This is an optimization exercise on Yosys and OpenROAD, whose aim is small area, a short achievable clock period and few clock cycles per item, not a production implementation. Where RTL was checked, it was by simulation tests only, not by an equivalence proof against the original. No functional check of the RTL was part of runs 1 to 3.

<file path="design/flow/design.v">
module processor(
input   clk,
input   ld_a,
input   [3:0] l,
input   [31:0] b_rdata,
output  [31:0] b_wdata
    );
reg [31:0] w1;
always @(posedge clk) if (ld_a) w1 <= b_rdata;
wire [63:0] p = {b_rdata, w1};
wire [6:0] a0 = p[6:0],   a1 = p[13:7],  a2 = p[20:14], a3 = p[27:21];
wire [6:0] b0 = p[34:28], b1 = p[41:35], b2 = p[48:42], b3 = p[55:49];
wire [4:0] op = p[60:56];
wire is_add = op[0], is_sub = op[1], is_mul = op[2], is_tra = op[3], is_det = op[4];
wire is_as = is_add | is_sub;
wire sel01 = l[0] | l[1];
wire sel02 = l[0] | l[2];
wire det0 = is_det & l[0];
wire [6:0] ma = sel01 ? a0 : a2;
wire [6:0] mb = sel01 ? a1 : a3;
wire [6:0] max3 = ma + {ma[5:0], 1'b0};
wire [6:0] mbx3 = mb + {mb[5:0], 1'b0};
wire [6:0] na2 = ~a2 + 7'd1;
wire [6:0] da = det0 ? a3 : (sel02 ? b0 : b1);
wire [6:0] db = det0 ? na2 : (sel02 ? b2 : b3);
wire mulen = is_mul | det0;
wire adda = is_as & sel02;
wire addb = is_as & ~sel02;
wire [6:0] bl = ({7{l[0]}} & b0) | ({7{l[1]}} & b1) | ({7{l[2]}} & b2) | ({7{l[3]}} & b3);
wire [6:0] tl = ({7{l[0]}} & a0) | ({7{l[1]}} & a2) | ({7{l[2]}} & a1) | ({7{l[3]}} & a3);
wire [6:0] x = ({7{is_as}} & (bl ^ {7{is_sub}})) | ({7{is_tra}} & tl);
wire pa0_1 = ((mulen & da[0] & ~da[1]) | adda);
wire pa0_2 = mulen & ~da[0] & da[1];
wire pa0_3 = mulen & da[0] & da[1];
wire pa0_r0 = (pa0_1 & ma[0]) | (pa0_3 & max3[0]);
wire pa0_r1 = (pa0_1 & ma[1]) | (pa0_2 & ma[0]) | (pa0_3 & max3[1]);
wire pa0_r2 = (pa0_1 & ma[2]) | (pa0_2 & ma[1]) | (pa0_3 & max3[2]);
wire pa0_r3 = (pa0_1 & ma[3]) | (pa0_2 & ma[2]) | (pa0_3 & max3[3]);
wire pa0_r4 = (pa0_1 & ma[4]) | (pa0_2 & ma[3]) | (pa0_3 & max3[4]);
wire pa0_r5 = (pa0_1 & ma[5]) | (pa0_2 & ma[4]) | (pa0_3 & max3[5]);
wire pa0_r6 = (pa0_1 & ma[6]) | (pa0_2 & ma[5]) | (pa0_3 & max3[6]);
wire pa1_1 = (mulen & da[2] & ~da[3]);
wire pa1_2 = mulen & ~da[2] & da[3];
wire pa1_3 = mulen & da[2] & da[3];
wire pa1_r2 = (pa1_1 & ma[0]) | (pa1_3 & max3[0]);
wire pa1_r3 = (pa1_1 & ma[1]) | (pa1_2 & ma[0]) | (pa1_3 & max3[1]);
wire pa1_r4 = (pa1_1 & ma[2]) | (pa1_2 & ma[1]) | (pa1_3 & max3[2]);
wire pa1_r5 = (pa1_1 & ma[3]) | (pa1_2 & ma[2]) | (pa1_3 & max3[3]);
wire pa1_r6 = (pa1_1 & ma[4]) | (pa1_2 & ma[3]) | (pa1_3 & max3[4]);
wire pa2_1 = (mulen & da[4] & ~da[5]);
wire pa2_2 = mulen & ~da[4] & da[5];
wire pa2_3 = mulen & da[4] & da[5];
wire pa2_r4 = (pa2_1 & ma[0]) | (pa2_3 & max3[0]);
wire pa2_r5 = (pa2_1 & ma[1]) | (pa2_2 & ma[0]) | (pa2_3 & max3[1]);
wire pa2_r6 = (pa2_1 & ma[2]) | (pa2_2 & ma[1]) | (pa2_3 & max3[2]);
wire pa3_1 = (mulen & da[6] & ~1'b0);
wire pa3_2 = mulen & ~da[6] & 1'b0;
wire pa3_3 = mulen & da[6] & 1'b0;
wire pa3_r6 = (pa3_1 & ma[0]) | (pa3_3 & max3[0]);
wire pb0_1 = ((mulen & db[0] & ~db[1]) | addb);
wire pb0_2 = mulen & ~db[0] & db[1];
wire pb0_3 = mulen & db[0] & db[1];
wire pb0_r0 = (pb0_1 & mb[0]) | (pb0_3 & mbx3[0]);
wire pb0_r1 = (pb0_1 & mb[1]) | (pb0_2 & mb[0]) | (pb0_3 & mbx3[1]);
wire pb0_r2 = (pb0_1 & mb[2]) | (pb0_2 & mb[1]) | (pb0_3 & mbx3[2]);
wire pb0_r3 = (pb0_1 & mb[3]) | (pb0_2 & mb[2]) | (pb0_3 & mbx3[3]);
wire pb0_r4 = (pb0_1 & mb[4]) | (pb0_2 & mb[3]) | (pb0_3 & mbx3[4]);
wire pb0_r5 = (pb0_1 & mb[5]) | (pb0_2 & mb[4]) | (pb0_3 & mbx3[5]);
wire pb0_r6 = (pb0_1 & mb[6]) | (pb0_2 & mb[5]) | (pb0_3 & mbx3[6]);
wire pb1_1 = (mulen & db[2] & ~db[3]);
wire pb1_2 = mulen & ~db[2] & db[3];
wire pb1_3 = mulen & db[2] & db[3];
wire pb1_r2 = (pb1_1 & mb[0]) | (pb1_3 & mbx3[0]);
wire pb1_r3 = (pb1_1 & mb[1]) | (pb1_2 & mb[0]) | (pb1_3 & mbx3[1]);
wire pb1_r4 = (pb1_1 & mb[2]) | (pb1_2 & mb[1]) | (pb1_3 & mbx3[2]);
wire pb1_r5 = (pb1_1 & mb[3]) | (pb1_2 & mb[2]) | (pb1_3 & mbx3[3]);
wire pb1_r6 = (pb1_1 & mb[4]) | (pb1_2 & mb[3]) | (pb1_3 & mbx3[4]);
wire pb2_1 = (mulen & db[4] & ~db[5]);
wire pb2_2 = mulen & ~db[4] & db[5];
wire pb2_3 = mulen & db[4] & db[5];
wire pb2_r4 = (pb2_1 & mb[0]) | (pb2_3 & mbx3[0]);
wire pb2_r5 = (pb2_1 & mb[1]) | (pb2_2 & mb[0]) | (pb2_3 & mbx3[1]);
wire pb2_r6 = (pb2_1 & mb[2]) | (pb2_2 & mb[1]) | (pb2_3 & mbx3[2]);
wire pb3_1 = (mulen & db[6] & ~1'b0);
wire pb3_2 = mulen & ~db[6] & 1'b0;
wire pb3_3 = mulen & db[6] & 1'b0;
wire pb3_r6 = (pb3_1 & mb[0]) | (pb3_3 & mbx3[0]);
wire t_s1;
wire t_c2;
wire t_s3;
wire t_c4;
wire t_s5;
wire t_s6;
assign t_s1 = pa0_r4 ^ pa1_r4;
assign t_c2 = pa0_r4 & pa1_r4;
assign t_s3 = pa0_r5 ^ pa1_r5 ^ pa2_r5;
assign t_c4 = (pa0_r5 & pa1_r5) | (pa0_r5 & pa2_r5) | (pa1_r5 & pa2_r5);
assign t_s5 = pa0_r6 ^ pa1_r6 ^ pa2_r6;
assign t_s6 = pa3_r6 ^ pb0_r6 ^ pb1_r6;
reg [34:0] s1;
reg s1_det;
always @(posedge clk) begin
    s1 <= {t_s6, t_s5, t_c4, x[6], pb3_r6, pb2_r6, t_s3, t_c2, x[5], pb2_r5, pb1_r5, pb0_r5, t_s1, x[4], pb2_r4, pb1_r4, pb0_r4, pa2_r4, x[3], pb1_r3, pb0_r3, pa1_r3, pa0_r3, x[2], pb1_r2, pb0_r2, pa1_r2, pa0_r2, x[1], pb0_r1, pa0_r1, is_sub, x[0], pb0_r0, pa0_r0};
    s1_det <= det0;
end
wire u_s1;
wire u_c2;
wire u_s3;
wire u_c4;
wire u_s5;
wire u_c6;
wire u_s7;
wire u_c8;
wire u_s9;
wire u_c10;
wire u_s11;
wire u_c12;
wire u_s13;
wire u_s14;
wire u_s15;
wire u_c16;
wire u_s17;
wire u_c18;
wire u_s19;
wire u_c20;
wire u_s21;
wire u_c22;
wire u_s23;
wire u_c24;
wire u_s25;
wire u_c26;
wire u_s27;
wire u_s28;
wire u_c29;
wire u_s30;
wire u_c31;
wire u_s32;
wire u_c33;
wire u_s34;
wire u_c35;
wire u_s36;
wire u_c37;
wire u_s38;
wire u_c39;
wire u_s40;
assign u_s1 = s1[7] ^ s1[8];
assign u_c2 = s1[7] & s1[8];
assign u_s3 = s1[12] ^ s1[13] ^ s1[14];
assign u_c4 = (s1[12] & s1[13]) | (s1[12] & s1[14]) | (s1[13] & s1[14]);
assign u_s5 = s1[17] ^ s1[18] ^ s1[19];
assign u_c6 = (s1[17] & s1[18]) | (s1[17] & s1[19]) | (s1[18] & s1[19]);
assign u_s7 = s1[20] ^ s1[21];
assign u_c8 = s1[20] & s1[21];
assign u_s9 = s1[23] ^ s1[24] ^ s1[25];
assign u_c10 = (s1[23] & s1[24]) | (s1[23] & s1[25]) | (s1[24] & s1[25]);
assign u_s11 = s1[26] ^ s1[27] ^ s1[28];
assign u_c12 = (s1[26] & s1[27]) | (s1[26] & s1[28]) | (s1[27] & s1[28]);
assign u_s13 = s1[29] ^ s1[30] ^ s1[31];
assign u_s14 = s1[32] ^ s1[33] ^ s1[34];
assign u_s15 = s1[0] ^ s1[1];
assign u_c16 = s1[0] & s1[1];
assign u_s17 = s1[4] ^ s1[5];
assign u_c18 = s1[4] & s1[5];
assign u_s19 = s1[9] ^ s1[10] ^ s1[11];
assign u_c20 = (s1[9] & s1[10]) | (s1[9] & s1[11]) | (s1[10] & s1[11]);
assign u_s21 = s1[15] ^ s1[16] ^ u_c2;
assign u_c22 = (s1[15] & s1[16]) | (s1[15] & u_c2) | (s1[16] & u_c2);
assign u_s23 = s1[22] ^ u_c4 ^ u_s5;
assign u_c24 = (s1[22] & u_c4) | (s1[22] & u_s5) | (u_c4 & u_s5);
assign u_s25 = u_c6 ^ u_c8 ^ u_s9;
assign u_c26 = (u_c6 & u_c8) | (u_c6 & u_s9) | (u_c8 & u_s9);
assign u_s27 = u_c10 ^ u_c12 ^ u_s13;
assign u_s28 = s1[2] ^ s1[3];
assign u_c29 = s1[2] & s1[3];
assign u_s30 = s1[6] ^ u_c16 ^ u_s17;
assign u_c31 = (s1[6] & u_c16) | (s1[6] & u_s17) | (u_c16 & u_s17);
assign u_s32 = u_s1 ^ u_c18 ^ u_s19;
assign u_c33 = (u_s1 & u_c18) | (u_s1 & u_s19) | (u_c18 & u_s19);
assign u_s34 = u_s3 ^ u_c20 ^ u_s21;
assign u_c35 = (u_s3 & u_c20) | (u_s3 & u_s21) | (u_c20 & u_s21);
assign u_s36 = u_s7 ^ u_c22 ^ u_s23;
assign u_c37 = (u_s7 & u_c22) | (u_s7 & u_s23) | (u_c22 & u_s23);
assign u_s38 = u_s11 ^ u_c24 ^ u_s25;
assign u_c39 = (u_s11 & u_c24) | (u_s11 & u_s25) | (u_c24 & u_s25);
assign u_s40 = u_s14 ^ u_c26 ^ u_s27;
wire [6:0] ra = {u_c39, u_c37, u_c35, u_c33, u_c31, u_c29, u_s15};
wire [6:0] rb = {u_s40, u_s38, u_s36, u_s34, u_s32, u_s30, u_s28};
wire [6:0] r = ra + rb;
reg [27:0] res;
always @(posedge clk) res <= {r[6] & ~s1_det, r[5:0], res[27:7]};
assign b_wdata = {4'd0, res};
endmodule
module controller(
input clk,
input rst,                
input  [31:0] b_rdata,
output [31:0] addr,
output [3:0] we,
output en,
output ld_a,
output [3:0] l
    );
reg r1, r2, c0, c1, c2, c3, c4, wr;
reg [1:0] k;
reg [3:0] widx;     
reg       en_q, we_q;
wire f    = ~(r1 | r2 | c0 | c1 | c2 | c3 | c4 | wr);
wire done = k[1] & k[0];
wire n_r1 = f & ~done;
wire n_r2 = r1 & b_rdata[31];
wire [1:0] n_k = wr ? k + 2'd1 : k;
wire n_f  = ~(n_r1 | n_r2 | r2 | c0 | c1 | c2 | c3 | c4);
reg [3:0] n_widx;
always @(*) begin
    case (k)
        2'd0: n_widx = n_r1 ? 4'd1 : n_r2 ? 4'd2 : 4'd10;
        2'd1: n_widx = n_r1 ? 4'd4 : n_r2 ? 4'd5 : 4'd11;
        default: n_widx = n_r1 ? 4'd7 : n_r2 ? 4'd8 : 4'd12;
    endcase
    if (n_f) n_widx = 4'd0;
end
always @(posedge clk or negedge rst) begin
    if (!rst) begin
        r1 <= 1'b0;
        r2 <= 1'b0;
        c0 <= 1'b0;
        c1 <= 1'b0;
        c2 <= 1'b0;
        c3 <= 1'b0;
        c4 <= 1'b0;
        wr <= 1'b0;
        k  <= 2'd0;
        widx <= 4'd0;
        en_q <= 1'b1;
        we_q <= 1'b0;
    end else begin
        r1 <= n_r1;
        r2 <= n_r2;
        c0 <= r2;
        c1 <= c0;
        c2 <= c1;
        c3 <= c2;
        c4 <= c3;
        wr <= c4;
        k  <= n_k;
        widx <= n_widx;
        en_q <= (n_f & ~(n_k[1] & n_k[0])) | n_r1 | n_r2 | c4;
        we_q <= c4;
    end
end
assign en   = en_q;
assign we   = {4{we_q}};
assign addr = {26'd0, widx, 2'b00};
assign ld_a = r2;
assign l    = {c3, c2, c1, c0};
endmodule
module top(
input clk,
input rst,
input  [31:0] b_rdata,
output [31:0] b_wdata,
output [31:0] addr,
output [3:0] we,
output en,
output rstout
    );
wire       ld_a;
wire [3:0] l;
assign rstout = ~rst;
processor po(
        .clk(clk),
        .ld_a(ld_a),
        .l(l),
        .b_rdata(b_rdata),
        .b_wdata(b_wdata)
    );
controller co(
        .clk(clk),
        .rst(rst),
        .b_rdata(b_rdata),
        .addr(addr),
        .we(we),
        .en(en),
        .ld_a(ld_a),
        .l(l)
    );
endmodule
</file>
<file path="design/flow/flow/run.sh">
#!/bin/bash
set -e
export BUFFER_PORTS_ARGS="-buffer_cell sky130_fd_sc_hd__buf_2"
bash standard.sh > standard.log 2>&1
</file>
<file path="design/flow/standard.sh">
#!/bin/bash
# synth_recipe.tcl (not shown) runs the flow's synth.tcl, then flattens the netlist and writes it again
# the make line also repeats each setting of config.mk as NAME=value (left out here)
make -C /OpenROAD-flow-scripts/flow DESIGN_CONFIG=/design/flow/config.mk WORK_HOME=/design/flow/orfs CLKGATE_MAP_FILE= SYNTH_SCRIPT=/design/flow/synth_recipe.tcl "${@:-finish}"
</file>
<file path="design/flow/config.mk">
export PLATFORM = sky130hd
export DESIGN_NAME = top
export DESIGN_NICKNAME = top
export VERILOG_FILES = /design/flow/design.v
export SDC_FILE = /design/flow/constraint.sdc
export NUM_CORES = 4
export LEC_CHECK = 0
export CAP_MARGIN = 20
export CORE_MARGIN = 2
export CORE_UTILIZATION = 40
export SETUP_SLACK_MARGIN = 3.1
export SLEW_MARGIN = 20
</file>
<file path="design/flow/constraint.sdc">
create_clock -name core_clock -period 6.0 [get_ports {clk}]
set_input_delay 1.2000 -clock core_clock [delete_from_list [all_inputs] [get_ports {clk}]]
set_output_delay 1.2000 -clock core_clock [all_outputs]
set_load 0.01 [all_outputs]
</file>
==> impl_metrics.csv, run 1 <==
group,metric,value,unit
min_path,hold_class,"flip-flop to flip-flop",
synthesis,synth_edf_count,32,
setup_path,path_class,"input port to flip-flop",
setup_path,cp_max_fo,14,
synthesis,ys_seq_area_share,43.38,%
global_route,grt_busiest_layer,"met2",
setup_path,crit_buf_inv,1,
detailed_routing,drt_iter0_markers,352,
synthesis,synth.avg_cell_area,10.82,um2
sta,slew_violations,0,
layout,final_nets,713,
clock_tree,clkSlewWorstSetupHoldPaths,70,ps
synthesis,netlist_instances,558,
synthesis,synth_area,6037,um2
setup_path,worstPathCellList,"buf_4 > mux2i_1 > mux2_2 > nor2_1 > a211oi_1 > a31oi_1 > nor2_1 > fa_1",
layout,final_util,48.40,%
detailed_routing,postRouteWirelength,14780,um
layout,fillCellCount,1374,
detailed_routing,viasPerCell,5.362,
setup_path,slowest_stage,"fa_1",
setup_path,worstPathArrival,3180,ps
clock_tree,cts_tree,"yes",
synthesis,ys_ff_latch,111,
setup_path,crit_family,"multiplexers",
detailed_routing,wl_per_cell,17.91,um
synthesis,synthArstFlopShare,13.51,%
clock_tree,cts.sinks,111,
synthesis,synth_warnings,2,
global_route,antenna_found_initial,0,
floorplan,initial_core_util,41.23,%
synthesis,yosysUniqueCellTypes,60,
sta,relSlewSlack,41.90,%
clock_tree,cts.path.max_buffers,2,
global_route,use_met2,31.21,%
sta,finalClockSkew,10.30,ps
sta,grt_setup_unrepaired,"yes",
global_route,grt_usage,18.52,%
synthesis,synth_flop_cell,"dfxtp_1",
sta,fin_hold_ws,345.3,ps
global_route,grt_pass1_vias,4369,
sta,min_period,2951,ps
outcome,status,"finished clean",
setup_path,cp.required,6230,ps
global_route,grt_use_met3,4.302,%
placed_design,io_buffers,71,
global_route,grtUsageMet1,23.96,%
layout,syn_to_final_growth,17.41,%
sta,worst_pin_slew,866.3,ps
global_route,grt_pass1_wl,23150,um
sta,tns,0,ps
placed_design,hpwl,11190,um
setup_path,cpMostUsedCell,"nor2_1",
clock_tree,clockRootBuffer,"clkbuf_16",
detailed_routing,dr.pass1.iters,6,
clock_tree,insertion_delay,360,ps
sta,setup_viol,0,
sta,clock.fmax,338.8,MHz
floorplan,die_h,126.9,um
placed_design,pre_cts_slack,2249,ps
placed_design,gp_congestion,0.9319,
floorplan,rows,44,
floorplan,ioPinCount,104,
detailed_routing,vias,4424,
detailed_routing,ant_nets,0,
global_route,overflow,0,
setup_path,cp-start-kind,"input port",
sta,hold_viol,0,
job,drv_cap,0,
layout,n_antenna_cell,0,
floorplan,core_area,14640,um2
clock_tree,h-tree-depth,3,
layout,drive_above_1_share,26.68,%
global_route,grt_max_degree,35,
clock_tree,cts_buffers,9,
floorplan,die_area,16090,um2
floorplan,chipWidth,126.9,um
setup_path,crit_path_end_kind,"flip-flop",
setup_path,cpPeakStageDelay,440,ps
sta,period_share,49.19,%
detailed_routing,drc,0,
sta,timing.final.ws_setup,3049,ps
==> layout by cell type, fill, tap and decap left out, drive strengths merged, types with 21 or more instances in the layout <==
cell type	Yosys	layout
ha	26	26
a22o	21	21
a21oi	26	26
buf	47	90
edfxtp	32	32
mux2i	49	49
xnor2	22	22
conb	1	32
nor2	30	30
dfxtp	64	64
inv	44	48
nand2	30	30
==> state kept, by name (all words and copies together), names as in the netlist, 2 cells and up <==
register and count:
co.k 2, po.s1 35, po.w1 32, po.res 28
co.widx 4
==> area by class of cell <==
cell class	instances	area (um2)	share of cell area, %
sequential	111	2621	36.98
timing repair buffer	90	523.0	7.379
inverter	44	165.2	2.330
clock inverter	5	51.30	0.7237
clock buffer	11	264.0	3.725
multi-input combinational	380	3233	45.61
tap	184	230.2	3.248
==> final timing paths <==
kind	slack, ps	endpoint	startpoint	cells after the start
min in group asynchronous	690	co.c4$_DFF_PN0_	rst	1
max in group asynchronous	5070	co.en_q$_DFF_PN1_	rst	1
hold reg to reg	350	po.res[16]$_DFF_P_	po.res[23]$_DFF_P_	0
setup / recovery	3050	po.s1[28]$_DFF_P_	b_rdata[28]	8
hold / removal	350	po.res[16]$_DFF_P_	po.res[23]$_DFF_P_	0
setup reg to reg	3140	po.s1[33]$_DFF_P_	co.c1$_DFF_PN0_	12
==> what timing repair did <==
| item | in CTS | in global routing |
|---|---|---|
| hold buffers | 0 | 0 |
| pin swaps | 1 | 9 |
| buffers inserted | 7 | 9 |
| resized for setup | 19 | 33 |
| endpoints found under the setup margin | 17 | 9 |
| cloned | 0 | 0 |
==> stage by stage <==
step / std cells / cell area, um2
6_report: 825 / 7088
5_1_grt: 825 / 7088
4_1_cts: 816 / 6868
3_5_place_dp: 793 / 6416
3_3_place_gp: 793 / 6416
2_1_floorplan: 589 / 6192
==> routing by layer <==
layer	routed length, um	vias to the layer above
met5	0	-
met2	6874	197
met4	399	0
met1	6563	2116
met3	938	37
li1	-	2074
==> cell usage after synthesis (2+ instances only) <==
master,count,area share (%)
dfxtp_1,64,21
mux2i_1,46,7.6
inv_1,44,2.7
buf_4,38,4.7
edfxtp_1,32,16
nand2_1,30,1.9
nor2_1,28,1.7
ha_1,26,5.4
a21oi_1,25,2.1
xnor2_1,22,3.2
a22o_1,21,3.0
fa_1,17,5.6
o21ai_0,17,1.4
dfrtp_1,14,5.8
o221ai_1,10,1.5
mux2_2,9,1.7
a221oi_1,7,1.0
clkbuf_1,7,0.44
nor3_1,7,0.58
xor2_1,7,1.0
and3_1,6,0.62
a211oi_1,5,0.62
nand3_1,5,0.41
or3_1,5,0.52
or4_1,5,0.62
buf_2,4,0.33
buf_6,4,0.75
a31oi_1,3,0.31
mux2i_2,3,0.68
nand2b_1,3,0.31
nor2b_1,3,0.31
o22a_1,3,0.44
o22ai_1,3,0.31
a21o_1,2,0.25
a22oi_1,2,0.25
and2_1,2,0.21
nor2_4,2,0.37
o21a_1,2,0.25
o21bai_1,2,0.25
o311ai_0,2,0.29
o31ai_1,2,0.25
==> kinds of logic (layout without fill, tap and decap cells) <==
kind of cell	Yosys count	in the layout	synth area share [%]
fa+ha+maj	43	43	11.03
compound gates	114	114	13.66
flops	111	111	43.38
other cells	1	32	0.06212
simple gates	103	103	8.394
xor+xnor	29	29	4.207
mux	59	59	10.24
buf+inv	98	150	9.036
==> run 2: changes to the inputs <==
--- a/design/flow/design.v
+++ b/design/flow/design.v
@@ -3,9 +3,19 @@
 input   ld_a,
 input   [3:0] l,
+input   [3:0] wb,
 input   [31:0] b_rdata,
 output  [31:0] b_wdata
     );
 reg [31:0] w1;
-always @(posedge clk) if (ld_a) w1 <= b_rdata;
+wire [6:0] rm;
+always @(posedge clk) begin
+    if (ld_a) w1 <= b_rdata;
+    else begin
+        if (wb[0]) w1[6:0]   <= rm;
+        if (wb[1]) w1[13:7]  <= rm;
+        if (wb[2]) w1[20:14] <= rm;
+        if (wb[3]) w1[27:21] <= rm;
+    end
+end
 wire [63:0] p = {b_rdata, w1};
 wire [6:0] a0 = p[6:0],   a1 = p[13:7],  a2 = p[20:14], a3 = p[27:21];
@@ -187,7 +197,6 @@
 wire [6:0] rb = {u_s40, u_s38, u_s36, u_s34, u_s32, u_s30, u_s28};
 wire [6:0] r = ra + rb;
-reg [27:0] res;
-always @(posedge clk) res <= {r[6] & ~s1_det, r[5:0], res[27:7]};
-assign b_wdata = {4'd0, res};
+assign rm = {r[6] & ~s1_det, r[5:0]};
+assign b_wdata = {4'd0, w1[27:0]};
 endmodule
 module controller(
@@ -199,5 +208,6 @@
 output en,
 output ld_a,
-output [3:0] l
+output [3:0] l,
+output [3:0] wb
     );
 reg r1, r2, c0, c1, c2, c3, c4, wr;
@@ -254,4 +264,5 @@
 assign ld_a = r2;
 assign l    = {c3, c2, c1, c0};
+assign wb   = {c4, c3, c2, c1};
 endmodule
 module top(
@@ -267,4 +278,5 @@
 wire       ld_a;
 wire [3:0] l;
+wire [3:0] wb;
 assign rstout = ~rst;
 processor po(
@@ -272,4 +284,5 @@
         .ld_a(ld_a),
         .l(l),
+        .wb(wb),
         .b_rdata(b_rdata),
         .b_wdata(b_wdata)
@@ -283,5 +296,6 @@
         .en(en),
         .ld_a(ld_a),
-        .l(l)
+        .l(l),
+        .wb(wb)
     );
 endmodule
==> run 2 against run 1 <==
Final area down 0.64%. Largest cell class unchanged. Core utilization up 1.9 points. Global-route usage up 5.3 points. Count of clock-buffer cells in the layout down 2. Non-clock buffer count up 20. Critical path depth up 4.
==> impl_metrics.csv, run 2 <==
group,metric,value,unit
placed_design,hpwl,13300,um
layout,final_common_cell,"nand2_1",
synthesis,ys_ff_latch,83,
synthesis,synthMostInstantiatedCell,"nand2_1",
global_route,antenna_found_initial,0,
synthesis,synth_common_cells,"81 x nand2_1, 51 x inv_1, 37 x buf_4, 37 x mux2i_1, 36 x dfxtp_1",
synthesis,synth_area,5778,um2
floorplan,chipWidth,124.2,um
global_route,overflow,0,
synthesis,yosysTopAreaCell,"edfxtp_1",
floorplan,die_area,15420,um2
sta,relSlewSlack,56.75,%
synthesis,synth_warnings,2,
synthesis,synthArstFlopShare,18.07,%
layout,largest_reg_flops,35,
detailed_routing,wl_per_cell,20.20,um
synthesis,ys_seq_area_share,35.62,%
synthesis,synth_edf_count,32,
setup_path,cp_max_fo,4,
clock_tree,clockRootBuffer,"clkbuf_16",
sta,setup_viol,0,
detailed_routing,m1WireLength,7451,um
layout,fillCellCount,1312,
sta,slew_violations,0,
setup_path,ff2ff_setup_slack,2720,ps
floorplan,rows,43,
global_route,grt_pass1_wl,26930,um
detailed_routing,wl_met3,1117,um
clock_tree,cts.sinks,83,
placed_design,io_buffers,71,
sta,hold_viol,0,
sta,worst_pin_slew,648.7,ps
clock_tree,insertion_delay,350,ps
synthesis,synth_flop_cell,"dfxtp_1",
layout,fin_cells,880,
min_path,hp-start,"co.c4$_DFF_PN0_",
detailed_routing,dr.pass1.iters,5,
layout,area.sequential,2063,um2
clock_tree,cts_buffers,9,
synthesis,synth.avg_cell_area,9.614,um2
synthesis,netlist_instances,601,
clock_tree,h-tree-depth,3,
floorplan,ioPinCount,104,
detailed_routing,postRouteWirelength,17780,um
global_route,grt_max_degree,45,
detailed_routing,vias,4819,
placed_design,gp_congestion,0.9334,
sta,finalClockSkew,8.075,ps
synthesis,yosysUniqueCellTypes,64,
setup_path,cp.required,6210,ps
layout,drive_above_1_share,29.71,%
floorplan,die_h,124.2,um
layout,reg.largest.list,"po.s1 x35, po.w1 x32, co.widx x4",
setup_path,path_class,"flip-flop to flip-flop",
setup_path,crit_path_end_kind,"flip-flop",
global_route,grt_usage,23.78,%
outcome,status,"finished clean",
clock_tree,clkSlewWorstSetupHoldPaths,70,ps
sta,clock.fmax,305.2,MHz
layout,final_nets,772,
sta,period_share,54.60,%
sta,fin_hold_ws,452.9,ps
sta,min_period,3276,ps
detailed_routing,drc,0,
sta,tns,0,ps
clock_tree,cts_tree,"yes",
layout,syn_to_final_growth,21.89,%
synthesis,synth_top_area_share,16.63,%
clock_tree,cts.path.max_buffers,2,
layout,n_antenna_cell,0,
detailed_routing,viasPerCell,5.476,
global_route,grt_pass1_vias,4774,
sta,grt_setup_unrepaired,"yes",
floorplan,initial_core_util,41.31,%
layout,top_register,"po.s1",
placed_design,dp_cells,828,
setup_path,worstPathArrival,3490,ps
detailed_routing,met2WireLength,8537,um
setup_path,cp-start-kind,"flip-flop",
detailed_routing,ant_nets,0,
layout,mostFrequentLayoutCells,"74 x nand2_1, 70 x buf_2, 43 x inv_1",
detailed_routing,drt_iter0_markers,309,
setup_path,timing.rr.start,"po.s1[19]$_DFF_P_",
layout,multi_input_area,3560,um2
min_path,hold_class,"flip-flop to flip-flop",
floorplan,core_area,13990,um2
job,drv_cap,0,
synthesis,synthTopCellsByArea,"edfxtp_1 17%, dfxtp_1 12%, mux2i_1 6.4%",
setup_path,crit_path_start,"po.s1[19]$_DFF_P_",
detailed_routing,top_layer_used,"met4",
[run 2: cell families (layout without fill, tap and decap cells)]
| family | after synthesis | count (layout) | synth area share, % |
|---|---|---|---|
| adder cells (fa/ha/maj) | 43 | 43 | 11.52 |
| flip-flops | 83 | 83 | 35.62 |
| XOR/XNOR | 32 | 32 | 4.851 |
| buffers and inverters | 112 | 180 | 10.68 |
| multiplexers | 50 | 50 | 9.809 |
| AND/OR/NAND/NOR | 150 | 150 | 11.78 |
| AO/OA/AOI/OAI | 130 | 130 | 15.68 |
| other | 1 | 32 | 0.06490 |
[run 2: worst max-delay path: stages (launching register included)]
cell      delay, ps
dfxtp_2         330
inv_2            30
fa_1            560
fa_1            440
fa_1            520
inv_2            50
ha_4            260
inv_2            30
o21bai_1        170
a21oi_2          90
xnor2_2         150
or3_4           410
nand2_1         100
[run 2: path summary, 6_finish.rpt]
path                                        endpoint  cells after the start
min in group asynchronous       co.widx[3]$_DFF_PN0_                      1
worst max register to register   po.w1[13]$_DFFE_PP_                     12
worst min-delay path               co.we_q$_DFF_PN0_                      0
worst min register to register     co.we_q$_DFF_PN0_                      0
max in group asynchronous          co.en_q$_DFF_PN1_                      1
worst max-delay path             po.w1[13]$_DFFE_PP_                     12
[run 2: per-stage QoR]
stage | setup slack [ps] | instance area [um2] | utilization (%)
6_report | 2724 | 7043 | 50.35
5_1_grt | 2590 | 7043 | 50.35
4_1_cts | 2725 | 6675 | 47.72
3_5_place_dp | 2397 | 6117 | 43.73
3_3_place_gp | 2495 | 6117 | 43.73
2_1_floorplan | 3002 | 5932 | -
[run 2: routing by layer]
metal / vias up / global-route usage (%)
met5: - / 0
met4: 0 / 11.17
met3: 46 / 4.853
met2: 196 / 37.74
met1: 2361 / 31.04
li1: 2216 / -
[run 2: layout make-up]
class | count | share of cell area [%]
multi-input combinational | 437 | 50.54
sequential | 83 | 29.29
timing repair buffer | 110 | 9.842
clock buffer | 9 | 3.198
tap | 180 | 3.198
inverter | 54 | 2.985
clock inverter | 7 | 0.9416
[run 2: repair_timing]
action / in CTS / in global routing
resized for setup: 34 / 42
setup buffers: 16 / 20
hold buffers: 0 / 0
endpoints found under the setup margin: 26 / 18
pin swaps: 3 / 22
==> run 3: changes to the inputs <==
--- a/design/flow/config.mk
+++ b/design/flow/config.mk
@@ -9,4 +9,4 @@
 export CORE_MARGIN = 2
 export CORE_UTILIZATION = 40
-export SETUP_SLACK_MARGIN = 3.1
+export SETUP_SLACK_MARGIN = 3.4
 export SLEW_MARGIN = 20
==> run 3 against run 2 <==
Still clean on timing, DRC and antenna. Synthesized cell count unchanged. Sequential share of layout area down 0.35 points. Final cell count down 0.68%. Non-clock buffer count down 6. Final area up 1.2%. Fmax up 3.5%. Register-to-register slack better by 110 ps. Die area unchanged. Core utilization up 0.62 points. Routed wire length down 0.52%.
==> impl_metrics.csv, run 3 <==
group,metric,value,unit
outcome,status,"finished clean",
sta,grt_setup_unrepaired,"yes",
detailed_routing,viasPerCell,5.428,
setup_path,worstPathCellList,"inv_2 > fa_1 > fa_1 > fa_1 > inv_2 > ha_4 > inv_2 > o21bai_2 > a21oi_2 > xnor2_1 > or3_4 > nand2_2",
layout,syn_to_final_growth,23.39,%
layout,top_register,"po.s1",
synthesis,synth_warnings,2,
sta,fin_hold_ws,440.8,ps
detailed_routing,dr.pass1.iters,5,
min_path,hold_class,"flip-flop to flip-flop",
setup_path,worstPathArrival,3390,ps
layout,multi_input_area,3608,um2
setup_path,cp.required,6220,ps
sta,min_period,3167,ps
clock_tree,cts.sinks,83,
clock_tree,cts_tree,"yes",
sta,clock.fmax,315.8,MHz
placed_design,hpwl,13260,um
global_route,overflow,0,
sta,setup_viol,0,
global_route,grt_max_degree,45,
clock_tree,h-tree-depth,3,
global_route,antenna_found_initial,0,
detailed_routing,drc,0,
synthesis,netlist_instances,601,
synthesis,synthMostInstantiatedCell,"nand2_1",
placed_design,io_buffers,71,
sta,period_share,52.78,%
clock_tree,insertion_delay,350,ps
sta,slew_violations,0,
synthesis,ys_ff_latch,83,
clock_tree,clockRootBuffer,"clkbuf_16",
synthesis,ys_seq_area_share,35.62,%
floorplan,rows,43,
layout,final_nets,766,
clock_tree,cts_buffers,9,
sta,finalClockSkew,7.145,ps
setup_path,crit_path_end_kind,"flip-flop",
placed_design,dp_cells,828,
layout,drive_above_1_share,31.12,%
detailed_routing,wl_per_cell,20.23,um
detailed_routing,drt_iter0_markers,336,
placed_design,gp_congestion,0.9279,
synthesis,synth.avg_cell_area,9.614,um2
setup_path,cp-start-kind,"flip-flop",
synthesis,synthTopCellsByArea,"edfxtp_1 17%, dfxtp_1 12%, mux2i_1 6.4%",
global_route,grt_pass1_wl,26560,um
floorplan,ioPinCount,104,
sta,worst_pin_slew,655.7,ps
synthesis,synth_edf_count,32,
floorplan,chipWidth,124.2,um
synthesis,synth_flop_cell,"dfxtp_1",
job,drv_cap,0,
layout,fin_cells,874,
layout,final_common_cell,"nand2_1",
layout,mostFrequentLayoutCells,"76 x nand2_1, 68 x buf_2, 41 x inv_1",
clock_tree,clkSlewWorstSetupHoldPaths,70,ps
synthesis,yosysTopAreaCell,"edfxtp_1",
synthesis,synth_area,5778,um2
synthesis,synth_common_cells,"81 x nand2_1, 51 x inv_1, 37 x buf_4, 37 x mux2i_1, 36 x dfxtp_1",
global_route,grt_pass1_vias,4575,
clock_tree,cts.path.max_buffers,2,
layout,final_util,50.97,%
synthesis,synth_top_area_share,16.63,%
layout,n_antenna_cell,0,
sta,hold_viol,0,
sta,relSlewSlack,56.29,%
setup_path,cp_max_fo,4,
detailed_routing,vias,4744,
floorplan,die_h,124.2,um
setup_path,path_class,"flip-flop to flip-flop",
detailed_routing,postRouteWirelength,17680,um
detailed_routing,ant_nets,0,
layout,area.sequential,2063,um2
setup_path,slowest_stage,"fa_1",
synthesis,synthArstFlopShare,18.07,%
global_route,grt_usage,23.92,%
floorplan,die_area,15420,um2
sta,tns,0,ps
floorplan,core_area,13990,um2
floorplan,initial_core_util,41.31,%
layout,fillCellCount,1287,
layout,reg.largest.list,"po.s1 x35, po.w1 x32, co.widx x4",
layout,largest_reg_flops,35,
setup_path,cpPeakStageDelay,540,ps
synthesis,yosysUniqueCellTypes,64,
-- run 3: cell families after synthesis --
group	count (synthesis)	share of synthesized area (%)
DFF	83	35.62
adders and majority gates	43	11.52
xor gates and xnor gates	32	4.851
buffers and inverters	112	10.68
muxes	50	9.809
and+or+nand+nor	150	11.78
other	1	0.06490
AOI/OAI and AO/OA	130	15.68
-- run 3: path summary, 6_finish.rpt --
kind,from,end,slack [ps],cells after the start
worst min-delay path,co.c4$_DFF_PN0_,co.we_q$_DFF_PN0_,440,0
worst min register to register,co.c4$_DFF_PN0_,co.we_q$_DFF_PN0_,440,0
max in group asynchronous,rst,co.en_q$_DFF_PN1_,4950,2
min in group asynchronous,rst,co.widx[3]$_DFF_PN0_,790,2
worst max register to register,po.s1[19]$_DFF_P_,po.w1[20]$_DFFE_PP_,2830,12
worst max-delay path,po.s1[19]$_DFF_P_,po.w1[20]$_DFFE_PP_,2830,12
-- run 3: repair_timing --
action / 4_1_cts / 5_1_grt
hold buffers: 0 / 0
gates cloned: 1 / 0
pin swaps: 14 / 19
buffers inserted: 24 / 5
resized for setup: 61 / 20
endpoints found under the setup margin: 33 / 34
-- run 3: critical path: cells and delay by family (launching register included) --
| family | cells | cell delay [ps] |
|---|---|---|
| AND/OR/NAND/NOR | 2 | 520 |
| flip-flops | 1 | 330 |
| AO/OA/AOI/OAI | 2 | 190 |
| XOR/XNOR | 1 | 140 |
| buffers and inverters | 3 | 120 |
| adder cells (fa/ha/maj) | 4 | 1730 |
-- run 3: per-layer routing --
metal	up-vias	part of all wire (%)	GRT usage, %
li1	2213	-	-
met1	2293	43	31.95
met2	205	48	37.26
met3	33	6.4	4.899
met4	0	3.2	10.88
met5	-	0	0
-- run 3: through the flow --
stage / worst slack [ps] / instance area (um2)
finish: 2833 / 7129
global route: 2716 / 7129
CTS: 2833 / 7005
detailed placement: 2404 / 6202
global placement: 2504 / 6202
floorplan: 3002 / 6026
-- run 3: layout make-up --
class	count	area share, %
clock buffers	9	3.159
clock inverters	7	1.141
inverters	54	2.948
multi-input cells	437	50.61
flip-flops and latches	83	28.94
well taps	180	3.159
repair buffers	104	10.04
==> run 4: changes to the inputs <==
--- a/design/flow/design.v
+++ b/design/flow/design.v
@@ -3,19 +3,11 @@
 input   ld_a,
 input   [3:0] l,
-input   [3:0] wb,
+input   sel01,
+input   sel02,
 input   [31:0] b_rdata,
 output  [31:0] b_wdata
     );
 reg [31:0] w1;
-wire [6:0] rm;
-always @(posedge clk) begin
-    if (ld_a) w1 <= b_rdata;
-    else begin
-        if (wb[0]) w1[6:0]   <= rm;
-        if (wb[1]) w1[13:7]  <= rm;
-        if (wb[2]) w1[20:14] <= rm;
-        if (wb[3]) w1[27:21] <= rm;
-    end
-end
+always @(posedge clk) if (ld_a) w1 <= b_rdata;
 wire [63:0] p = {b_rdata, w1};
 wire [6:0] a0 = p[6:0],   a1 = p[13:7],  a2 = p[20:14], a3 = p[27:21];
@@ -24,7 +16,7 @@
 wire is_add = op[0], is_sub = op[1], is_mul = op[2], is_tra = op[3], is_det = op[4];
 wire is_as = is_add | is_sub;
-wire sel01 = l[0] | l[1];
-wire sel02 = l[0] | l[2];
-wire det0 = is_det & l[0];
+reg det_r;
+always @(posedge clk) det_r <= b_rdata[28];
+wire det0 = det_r & l[0];
 wire [6:0] ma = sel01 ? a0 : a2;
 wire [6:0] mb = sel01 ? a1 : a3;
@@ -197,6 +189,7 @@
 wire [6:0] rb = {u_s40, u_s38, u_s36, u_s34, u_s32, u_s30, u_s28};
 wire [6:0] r = ra + rb;
-assign rm = {r[6] & ~s1_det, r[5:0]};
-assign b_wdata = {4'd0, w1[27:0]};
+reg [27:0] res;
+always @(posedge clk) res <= {r[6] & ~s1_det, r[5:0], res[27:7]};
+assign b_wdata = {4'd0, res[20:14], res[27:21], res[6:0], res[13:7]};
 endmodule
 module controller(
@@ -209,5 +202,6 @@
 output ld_a,
 output [3:0] l,
-output [3:0] wb
+output sel01,
+output sel02
     );
 reg r1, r2, c0, c1, c2, c3, c4, wr;
@@ -215,4 +209,5 @@
 reg [3:0] widx;     
 reg       en_q, we_q;
+reg       s01, s02;    
 wire f    = ~(r1 | r2 | c0 | c1 | c2 | c3 | c4 | wr);
 wire done = k[1] & k[0];
@@ -244,4 +239,6 @@
         en_q <= 1'b1;
         we_q <= 1'b0;
+        s01  <= 1'b0;
+        s02  <= 1'b0;
     end else begin
         r1 <= n_r1;
@@ -257,4 +254,6 @@
         en_q <= (n_f & ~(n_k[1] & n_k[0])) | n_r1 | n_r2 | c4;
         we_q <= c4;
+        s01  <= r2 | c0;
+        s02  <= c0 | c2;
     end
 end
@@ -263,6 +262,7 @@
 assign addr = {26'd0, widx, 2'b00};
 assign ld_a = r2;
-assign l    = {c3, c2, c1, c0};
-assign wb   = {c4, c3, c2, c1};
+assign l    = {c2, c3, c0, c1};
+assign sel01 = s01;
+assign sel02 = s02;
 endmodule
 module top(
@@ -278,5 +278,5 @@
 wire       ld_a;
 wire [3:0] l;
-wire [3:0] wb;
+wire       sel01, sel02;
 assign rstout = ~rst;
 processor po(
@@ -284,5 +284,6 @@
         .ld_a(ld_a),
         .l(l),
-        .wb(wb),
+        .sel01(sel01),
+        .sel02(sel02),
         .b_rdata(b_rdata),
         .b_wdata(b_wdata)
@@ -297,5 +298,6 @@
         .ld_a(ld_a),
         .l(l),
-        .wb(wb)
+        .sel01(sel01),
+        .sel02(sel02)
     );
 endmodule
--- a/design/flow/config.mk
+++ b/design/flow/config.mk
@@ -9,4 +9,4 @@
 export CORE_MARGIN = 2
 export CORE_UTILIZATION = 40
-export SETUP_SLACK_MARGIN = 3.4
+export SETUP_SLACK_MARGIN = 3.1
 export SLEW_MARGIN = 20
==> run 4 against run 3 <==
Global-route usage down 6.3 points. Critical path type unchanged. Still clean on timing, DRC and antenna. Sequential cell count up 31.
==> impl_metrics.csv, run 4 <==
group,metric,value,unit
detailed_routing,viasPerCell,5.194,
sta,worst_pin_slew,594.2,ps
setup_path,crit_family,"adder cells",
setup_path,cp-start-kind,"flip-flop",
sta,relSlewSlack,59.97,%
layout,n_antenna_cell,0,
placed_design,hpwl,10330,um
synthesis,synth_warnings,2,
layout,syn_to_final_growth,17.96,%
global_route,antenna_found_initial,0,
detailed_routing,drt_iter0_markers,270,
setup_path,path_class,"flip-flop to flip-flop",
synthesis,synth_area,5951,um2
global_route,grt_usage,17.66,%
synthesis,synth_top_area_share,21.87,%
sta,slew_violations,0,
detailed_routing,dr.pass1.iters,5,
layout,top_register,"po.s1",
detailed_routing,drc,0,
floorplan,die_area,15870,um2
synthesis,ys_seq_area_share,45.19,%
layout,reg.largest.list,"po.s1 x35, po.w1 x32, po.res x28",
synthesis,muxShareOfSynthArea,8.011,%
placed_design,gp_congestion,0.8847,
layout,drive_above_1_share,23.97,%
sta,tns,0,ps
synthesis,ys_ff_latch,114,
setup_path,crit_path_end_kind,"flip-flop",
synthesis,synthMostInstantiatedCell,"dfxtp_1",
setup_path,cp_max_fo,7,
clock_tree,cts_buffers,17,
global_route,grt_pass1_vias,4086,
setup_path,cp.required,6280,ps
layout,final_util,48.30,%
synthesis,netlist_instances,539,
detailed_routing,ant_nets,0,
synthesis,yosysUniqueCellTypes,62,
floorplan,die_h,126.0,um
synthesis,synth_common_cells,"65 x dfxtp_1, 38 x buf_4, 38 x inv_1",
synthesis,synth_flop_cell,"dfxtp_1",
setup_path,worstPathCellList,"inv_1 > o21a_4 > inv_1 > ha_1 > fa_2 > a21o_1 > a21oi_1 > xnor2_1 > nand2_1 > o221ai_1 > fa_1",
setup_path,slowest_stage,"fa_1",
setup_path,crit_buf_inv,2,
synthesis,synth_top_family_by_area,"compound AO/OA/AOI/OAI gates",
synthesis,synthTopCellsByArea,"dfxtp_1 22%, edfxtp_1 16%, dfrtp_1 6.7%",
clock_tree,cts.sinks,114,
sta,fin_hold_ws,341.8,ps
sta,min_period,2762,ps
sta,grt_setup_unrepaired,"no",
sta,period_share,46.03,%
sta,hold_viol,0,
layout,final_nets,694,
sta,clock.fmax,362.1,MHz
job,drv_cap,0,
synthesis,synth_edf_count,32,
clock_tree,h-tree-depth,4,
synthesis,yosysTopAreaCell,"dfxtp_1",
synthesis,synth-compound-area-share,13.79,%
sta,setup_viol,0,
floorplan,rows,44,
clock_tree,clkSlewWorstSetupHoldPaths,50,ps
sta,finalClockSkew,11.83,ps
detailed_routing,postRouteWirelength,13670,um
synthesis,synth-xor-area-share,5.004,%
synthesis,synthAdderAreaFrac,11.19,%
setup_path,cpPeakStageDelay,510,ps
global_route,grt_pass1_wl,21530,um
clock_tree,cts.path.max_buffers,2,
setup_path,worstPathArrival,3050,ps
floorplan,initial_core_util,40.94,%
synthesis,synth.avg_cell_area,11.04,um2
layout,final_common_cell,"buf_2",
detailed_routing,wl_per_cell,16.79,um
synthesis,yosys.area_share.simple,8.200,%
clock_tree,clockRootBuffer,"clkbuf_16",
clock_tree,cts_hold_buf,0,
global_route,grt_max_degree,35,
floorplan,core_area,14530,um2
layout,largest_reg_flops,35,
min_path,hold_class,"flip-flop to flip-flop",
global_route,overflow,0,
floorplan,ioPinCount,104,
placed_design,io_buffers,71,
clock_tree,insertion_delay,420,ps
synthesis,synthArstFlopShare,14.91,%
clock_tree,cts_tree,"yes",
outcome,status,"finished clean",
detailed_routing,vias,4228,
floorplan,chipWidth,126.0,um
setup_path,cpMostUsedCell,"inv_1",
layout,mostFrequentLayoutCells,"70 x buf_2, 65 x dfxtp_1, 36 x inv_1",
[run 4: final cells by class]
type	count	area, um2
Fill cell	1357	7515
Multi-Input combinational cell	368	2927
Sequential cell	114	2695
Clock buffer	25	525.5
Timing Repair Buffer	77	422.9
Tap cell	184	230.2
Inverter	39	148.9
Clock inverter	7	70.07
[run 4: final timing paths]
check | from | to | slack [ps] | depth (start not counted)
max | po.w1[14]$_DFFE_PP_ | po.s1[28]$_DFF_P_ | 3240 | 11
min in group asynchronous | rst | co.c2$_DFF_PN0_ | 600 | 1
max reg2reg | po.w1[14]$_DFFE_PP_ | po.s1[28]$_DFF_P_ | 3240 | 11
max in group asynchronous | rst | co.en_q$_DFF_PN1_ | 5170 | 1
min | po.res[20]$_DFF_P_ | po.res[13]$_DFF_P_ | 340 | 0
min reg2reg | po.res[20]$_DFF_P_ | po.res[13]$_DFF_P_ | 340 | 0
[run 4: cell families after synthesis]
kind of cell             after synthesis
other                                  1
XOR/XNOR                              34
AO/OA/AOI/OAI                        113
adder cells (fa/ha/maj)               43
buffers and inverters                 88
AND/OR/NAND/NOR                      101
multiplexers                          45
flip-flops                           114
[run 4: repair_timing]
action                                 in CTS  in global routing
gates resized for setup                     5                 17
setup endpoints to repair                   8                  8
endpoints found under the hold margin       0                  0
setup buffers                               0                  5
pin swaps                                   0                  3
[run 4: routing by layer]
layer	GRT usage [%]	wire [um]	vias up
li1	-	-	1997
met1	22.83	5964	2003
met2	27.48	6250	188
met3	4.843	972	40
met4	8.468	479	0
met5	0	0	-
[run 4: metrics by stage]
stage / setup WS, ps / std cells / cell area (um2)
2_1_floorplan: 3147 / 570 / 6067
6_report: 3238 / 814 / 7019
4_1_cts: 3060 / 809 / 6904
5_1_grt: 3113 / 814 / 7019
3_5_place_dp: 2707 / 777 / 6300
3_3_place_gp: 2786 / 777 / 6300
Testbench counts of run 4, summed over its fixed seeds: cycles 8,960, items 960.
==> run 5: changes to the inputs <==
--- a/design/flow/config.mk
+++ b/design/flow/config.mk
@@ -9,4 +9,4 @@
 export CORE_MARGIN = 2
 export CORE_UTILIZATION = 40
-export SETUP_SLACK_MARGIN = 3.1
+export SETUP_SLACK_MARGIN = 3.3
 export SLEW_MARGIN = 20
==> run 5 against run 4 <==
Still clean. Worst hold slack improved by 1.2 ps. Critical path depth stayed put. Count of clock-buffer cells in the layout shrank 3. Critical endpoint is now po.res[27]$_DFF_P_.
==> impl_metrics.csv, run 5 <==
group,metric,value,unit
outcome,status,"finished clean",
sta,relSlewSlack,57.12,%
sta,min_period,2756,ps
detailed_routing,dr.pass1.iters,4,
floorplan,chipWidth,126.0,um
global_route,grt_max_degree,35,
layout,n_antenna_cell,0,
global_route,grt_pass1_wl,22070,um
synthesis,synthTopCellsByArea,"dfxtp_1 22%, edfxtp_1 16%, dfrtp_1 6.7%",
setup_path,worstPathArrival,3060,ps
synthesis,synth_common_cells,"65 x dfxtp_1, 38 x buf_4, 38 x inv_1",
placed_design,hpwl,10470,um
synthesis,synth_top_area_share,21.87,%
setup_path,path_class,"flip-flop to flip-flop",
synthesis,synth.avg_cell_area,11.04,um2
global_route,antenna_found_initial,0,
synthesis,yosysTopAreaCell,"dfxtp_1",
sta,hold_viol,0,
synthesis,synth_area,5951,um2
detailed_routing,ant_nets,0,
detailed_routing,viasPerCell,5.129,
layout,final_common_cell,"buf_2",
setup_path,cp_max_fo,2,
sta,period_share,45.93,%
setup_path,timing.rr.start,"po.s1[17]$_DFF_P_",
layout,drive_above_1_share,27.32,%
clock_tree,cts.sinks,114,
sta,clock.fmax,362.9,MHz
sta,finalClockSkew,8.707,ps
floorplan,initial_core_util,40.94,%
synthesis,synth_edf_count,32,
clock_tree,clockRootBuffer,"clkbuf_16",
setup_path,cp-start-kind,"flip-flop",
global_route,grt_pass1_vias,4126,
job,drv_cap,0,
detailed_routing,drc,0,
layout,fillCellCount,1320,
min_path,min_to,"po.res[13]$_DFF_P_",
placed_design,io_buffers,71,
sta,grt_setup_unrepaired,"yes",
detailed_routing,wl_per_cell,17.07,um
min_path,hold_path_depth,0,
floorplan,rows,44,
min_path,hold_class,"flip-flop to flip-flop",
floorplan,core_area,14530,um2
synthesis,ys_seq_area_share,45.19,%
setup_path,cp.required,6300,ps
layout,reg.largest.list,"po.s1 x35, po.w1 x32, po.res x28",
setup_path,ff2ff_setup_slack,3240,ps
detailed_routing,postRouteWirelength,14020,um
min_path,hp-start,"po.res[20]$_DFF_P_",
synthesis,synthMostInstantiatedCell,"dfxtp_1",
clock_tree,insertion_delay,410,ps
floorplan,ioPinCount,104,
synthesis,synth_warnings,2,
synthesis,netlist_instances,539,
global_route,grt_usage,18.16,%
layout,final_util,49.56,%
setup_path,reg2regPathDepth,11,
detailed_routing,vias,4211,
floorplan,die_area,15870,um2
setup_path,r2r_end,"po.res[27]$_DFF_P_",
layout,mostFrequentLayoutCells,"70 x buf_2, 63 x dfxtp_1, 33 x nor2_1",
global_route,overflow,0,
floorplan,die_h,126.0,um
clock_tree,cts_tree,"yes",
sta,tns,0,ps
synthesis,synth_flop_cell,"dfxtp_1",
clock_tree,clkSlewWorstSetupHoldPaths,50,ps
layout,final_nets,701,
clock_tree,cts_buffers,17,
sta,worst_pin_slew,643.2,ps
detailed_routing,drt_iter0_markers,295,
clock_tree,cts_hold_buf,0,
layout,top_register,"po.s1",
sta,setup_viol,0,
synthesis,synthArstFlopShare,14.91,%
layout,syn_to_final_growth,21.05,%
clock_tree,h-tree-depth,4,
clock_tree,cts.path.max_buffers,2,
setup_path,crit_path_end_kind,"flip-flop",
synthesis,yosysUniqueCellTypes,62,
layout,largest_reg_flops,35,
sta,slew_violations,0,
placed_design,gp_congestion,0.8901,
synthesis,ys_ff_latch,114,
-- run 5: cells by family (layout without fill, tap and decap cells) --
| family | count (synthesis) | after routing | synth area share (%) |
|---|---|---|---|
| fa+ha+maj | 43 | 43 | 11.19 |
| buf+inv | 88 | 155 | 8.558 |
| compound gates | 113 | 113 | 13.79 |
| mux | 45 | 45 | 8.011 |
| simple gates | 101 | 101 | 8.200 |
| xor+xnor | 34 | 34 | 5.004 |
| other cells | 1 | 32 | 0.06302 |
| flops | 114 | 114 | 45.19 |
-- run 5: worst max-delay path by stage --
stage | from | to | slack (ps) | cells past startpoint
CTS | po.s1[19]$_DFF_P_ | po.res[27]$_DFF_P_ | 3230 | 11
global placement | co.s01$_DFF_PN0_ | po.s1[28]$_DFF_P_ | 2860 | 9
global route | po.s1[17]$_DFF_P_ | po.res[27]$_DFF_P_ | 3140 | 11
detailed placement | co.s01$_DFF_PN0_ | po.s1[28]$_DFF_P_ | 2760 | 9
finish | po.s1[17]$_DFF_P_ | po.res[27]$_DFF_P_ | 3240 | 11
floorplan | co.s01$_DFF_PN0_ | po.s1[28]$_DFF_P_ | 3320 | 13
-- run 5: critical path, cell delays in order, from the launching register on --
cell and delay, ps:
dfxtp_2 320, fa_1 530, fa_1 500, inv_1 50
fa_1 480, inv_2 50, ha_4 260, inv_2 30
o21bai_1 140, a21oi_1 110, xnor2_1 140, nor2_1 50
-- run 5: routing by layer --
layer / global-route usage [%] / up-vias / routed length (um) / share of wire, %
li1: - / 2008 / - / -
met1: 24.15 / 2019 / 6261 / 45
met2: 27.70 / 157 / 6557 / 47
met3: 4.970 / 27 / 815 / 5.8
met4: 8.274 / 0 / 381 / 2.7
met5: 0 / - / 0 / 0
-- run 5: repair_timing --
action / in CTS / in global routing
endpoints found under the setup margin: 11 / 8
pin swaps: 9 / 12
buffers inserted: 5 / 7
gates resized for setup: 20 / 27
-- run 5: per-stage QoR --
stage	setup slack, ps	cell area [um2]	cells	hold WS (ps)
finish	3244	7203	821	343.0
floorplan	3316	6096	570	367.4
detailed placement	2757	6322	777	329.8
CTS	3229	7063	814	347.3
global route	3140	7203	821	349.3
global placement	2864	6322	777	326.7
-- run 5: area by class of cell --
class	instances	area (um2)	share of cell area, %
Multi-Input combinational cell	368	3002	41.67
Sequential cell	114	2700	37.48
Clock buffer	22	485.5	6.740
Timing Repair Buffer	84	483.0	6.705
Tap cell	184	230.2	3.196
Clock inverter	10	151.4	2.102
Inverter	39	151.4	2.102
==> run 6: changes to the inputs <==
==> design/flow/flow/run.sh (replaced) <==
#!/bin/bash
set -e
export BUFFER_PORTS_ARGS="-buffer_cell sky130_fd_sc_hd__buf_2"
export CTS_ARGS="-sink_clustering_enable -repair_clock_nets -dont_use_dummy_load -buf_list {sky130_fd_sc_hd__clkbuf_4 sky130_fd_sc_hd__clkbuf_8}"
bash standard.sh > standard.log 2>&1
--- a/design/flow/config.mk
+++ b/design/flow/config.mk
@@ -9,4 +9,4 @@
 export CORE_MARGIN = 2
 export CORE_UTILIZATION = 40
-export SETUP_SLACK_MARGIN = 3.3
+export SETUP_SLACK_MARGIN = 2.9
 export SLEW_MARGIN = 20
==> run 6 against run 5 <==
Synthesized cell count stayed put. Fmax down 6.2%. Final cell count down 3.3%. Critical path depth decreased by 2. Largest cell class unchanged. Die area unchanged.
==> impl_metrics.csv, run 6 <==
group,metric,value,unit
min_path,hold_class,"flip-flop to flip-flop",
sta,grt_setup_unrepaired,"no",
layout,syn_to_final_growth,9.903,%
layout,final_util,45.00,%
layout,stdcell_area,6540,um2
placed_design,hpwl,10330,um
synthesis,synthMostInstantiatedCell,"dfxtp_1",
clock_tree,cts.path.max_buffers,2,
setup_path,cp.required,6300,ps
synthesis,synth_area,5951,um2
global_route,grt_pass1_wl,21340,um
synthesis,synth_edf_count,32,
synthesis,netlist_instances,539,
synthesis,ys_ff_latch,114,
floorplan,die_area,15870,um2
layout,largest_reg_flops,35,
placed_design,gp_congestion,0.8847,
sta,finalClockSkew,27.47,ps
synthesis,synth_flop_cell,"dfxtp_1",
clock_tree,h-tree-depth,4,
layout,area.sequential,2690,um2
detailed_routing,drt_iter0_markers,284,
sta,worst_pin_slew,846.8,ps
layout,reg.largest.list,"po.s1 x35, po.w1 x32, po.res x28",
placed_design,io_buffers,71,
setup_path,cp-start-kind,"flip-flop",
detailed_routing,m1WireLength,5898,um
synthesis,synth_warnings,2,
job,drv_cap,0,
floorplan,rows,44,
layout,multi_input_area,2874,um2
sta,hold_viol,0,
layout,top_register,"po.s1",
detailed_routing,viasPerCell,5.207,
global_route,grt_usage,17.34,%
floorplan,die_h,126.0,um
detailed_routing,met2WireLength,6228,um
sta,period_share,48.99,%
synthesis,ys_seq_area_share,45.19,%
sta,relSlewSlack,43.54,%
placed_design,dp_cells,777,
layout,mostFrequentLayoutCells,"71 x buf_2, 65 x dfxtp_1, 38 x inv_1",
layout,n_antenna_cell,0,
floorplan,core_area,14530,um2
setup_path,worstPathArrival,3240,ps
clock_tree,clockRootBuffer,"clkbuf_8",
synthesis,synth_top_area_share,21.87,%
clock_tree,clkSlewWorstSetupHoldPaths,60,ps
global_route,antenna_found_initial,0,
detailed_routing,postRouteWirelength,13410,um
clock_tree,cts_tree,"yes",
setup_path,crit_path_end_kind,"flip-flop",
synthesis,yosysTopAreaCell,"dfxtp_1",
detailed_routing,wl_met3,933,um
floorplan,initial_core_util,40.94,%
floorplan,ioPinCount,104,
detailed_routing,ant_nets,0,
global_route,grt_max_degree,35,
clock_tree,insertion_delay,430,ps
layout,final_nets,689,
sta,slew_violations,0,
layout,fin_cells,794,
detailed_routing,dr.pass1.iters,6,
synthesis,yosysUniqueCellTypes,62,
detailed_routing,wl_per_cell,16.89,um
sta,tns,0,ps
outcome,status,"finished clean",
sta,clock.fmax,340.2,MHz
synthesis,synthTopCellsByArea,"dfxtp_1 22%, edfxtp_1 16%, dfrtp_1 6.7%",
layout,final_common_cell,"buf_2",
global_route,overflow,0,
layout,fillCellCount,1404,
clock_tree,cts.sinks,114,
setup_path,cp_max_fo,16,
global_route,grt_pass1_vias,4094,
synthesis,synth_common_cells,"65 x dfxtp_1, 38 x buf_4, 38 x inv_1",
sta,setup_viol,0,
setup_path,path_class,"flip-flop to flip-flop",
synthesis,synth.avg_cell_area,11.04,um2
synthesis,synthArstFlopShare,14.91,%
sta,min_period,2939,ps
detailed_routing,vias,4134,
clock_tree,cts_buffers,17,
placed_design,placed_area,6300,um2
detailed_routing,top_layer_used,"met4",
layout,drive_above_1_share,19.84,%
floorplan,chipWidth,126.0,um
detailed_routing,drc,0,
==> run 6: cell counts after synthesis <==
Identical to the previous run, type by type.
==> run 6: final timing paths <==
check,from,to,slack (ps),cells past startpoint
worst max-delay path,co.s01$_DFF_PN0_,po.s1[28]$_DFF_P_,3060,9
worst min-delay path,po.res[20]$_DFF_P_,po.res[13]$_DFF_P_,340,0
worst max register to register,co.s01$_DFF_PN0_,po.s1[28]$_DFF_P_,3060,9
worst min register to register,po.res[20]$_DFF_P_,po.res[13]$_DFF_P_,340,0
max in group asynchronous,rst,co.en_q$_DFF_PN1_,5000,1
min in group asynchronous,rst,co.c2$_DFF_PN0_,680,1
==> run 6: cell families after synthesis <==
family / synth area share (%)
AOI/OAI and AO/OA: 13.79
xor gates and xnor gates: 5.004
adders and majority gates: 11.19
buffers and inverters: 8.558
DFF: 45.19
muxes: 8.011
other: 0.06302
and+or+nand+nor: 8.200
==> run 6: final cells by class <==
class | instances | area share [%]
tap | 184 | 3.520
timing repair buffer | 72 | 5.548
clock buffer | 17 | 3.578
multi-input combinational | 368 | 43.94
sequential | 114 | 41.13
inverter | 39 | 2.277
==> run 6: what timing repair did <==
action,4_1_cts,5_1_grt
endpoints found under the hold margin,0,0
setup buffers,0,0
hold buffers,0,0
endpoints found under the setup margin,3,3
gates resized for setup,1,3
==> run 6: through the flow <==
stage	worst slack (ps)	hold slack (ps)
after floorplan	3147	367.4
after global routing	2901	351.3
final	3061	342.3
after global placement	2786	327.7
after detailed placement	2707	331.5
after CTS	2961	343.4
==> run 6: per-layer routing <==
metal,global-route usage (%),up-vias
met5,0,-
met4,7.111,0
met3,4.885,26
met2,27.36,168
met1,22.51,1974
li1,-,1966
==> run 6: worst max-delay path, cell delays in order, from the launching register on <==
cell and delay (ps):
dfrtp_2 610, mux2i_2 420, inv_1 170, fa_1 480, a21o_1 170, a21oi_1 180, xnor2_1 80, nand2_1 60
o221ai_1 130, fa_1 510

[static timing again, ports no longer ideal]
No port has a modelled driver above. Below, the same layouts with a new extraction and two added sets of constraints.
Step 1 assumes that a clkbuf_16 drives the clock port and a buf_2 every other input.
Step 2 times the ports against the registers' clock, not the clock port: input delays grow and output delays shrink by t, the midpoint of the rising clock arrivals with the driver on.
Three values: no drivers, after step 1, after step 2; two values: the first two.
run | t (ns) | slack for setup (ns) | clock arrival spread, ns
run 1 | 0.393 | 3.049 / 3.066 / 2.673 | 0.011 / 0.010
run 2 | 0.381 | 2.724 / 2.724 / 2.595 | 0.008 / 0.008
run 3 | 0.392 | 2.833 / 2.833 / 2.821 | 0.007 / 0.007
run 4 | 0.452 | 3.238 / 3.209 / 2.957 | 0.013 / 0.013
run 5 | 0.449 | 3.244 / 3.244 / 2.957 | 0.009 / 0.010
run 6 | 0.458 | 3.061 / 3.044 / 2.916 | 0.027 / 0.028
After both steps every run listed still meets setup and hold. The setup slack of run 1, which loses most, moves by +0.017 ns with the drivers and by -0.376 ns with both steps.
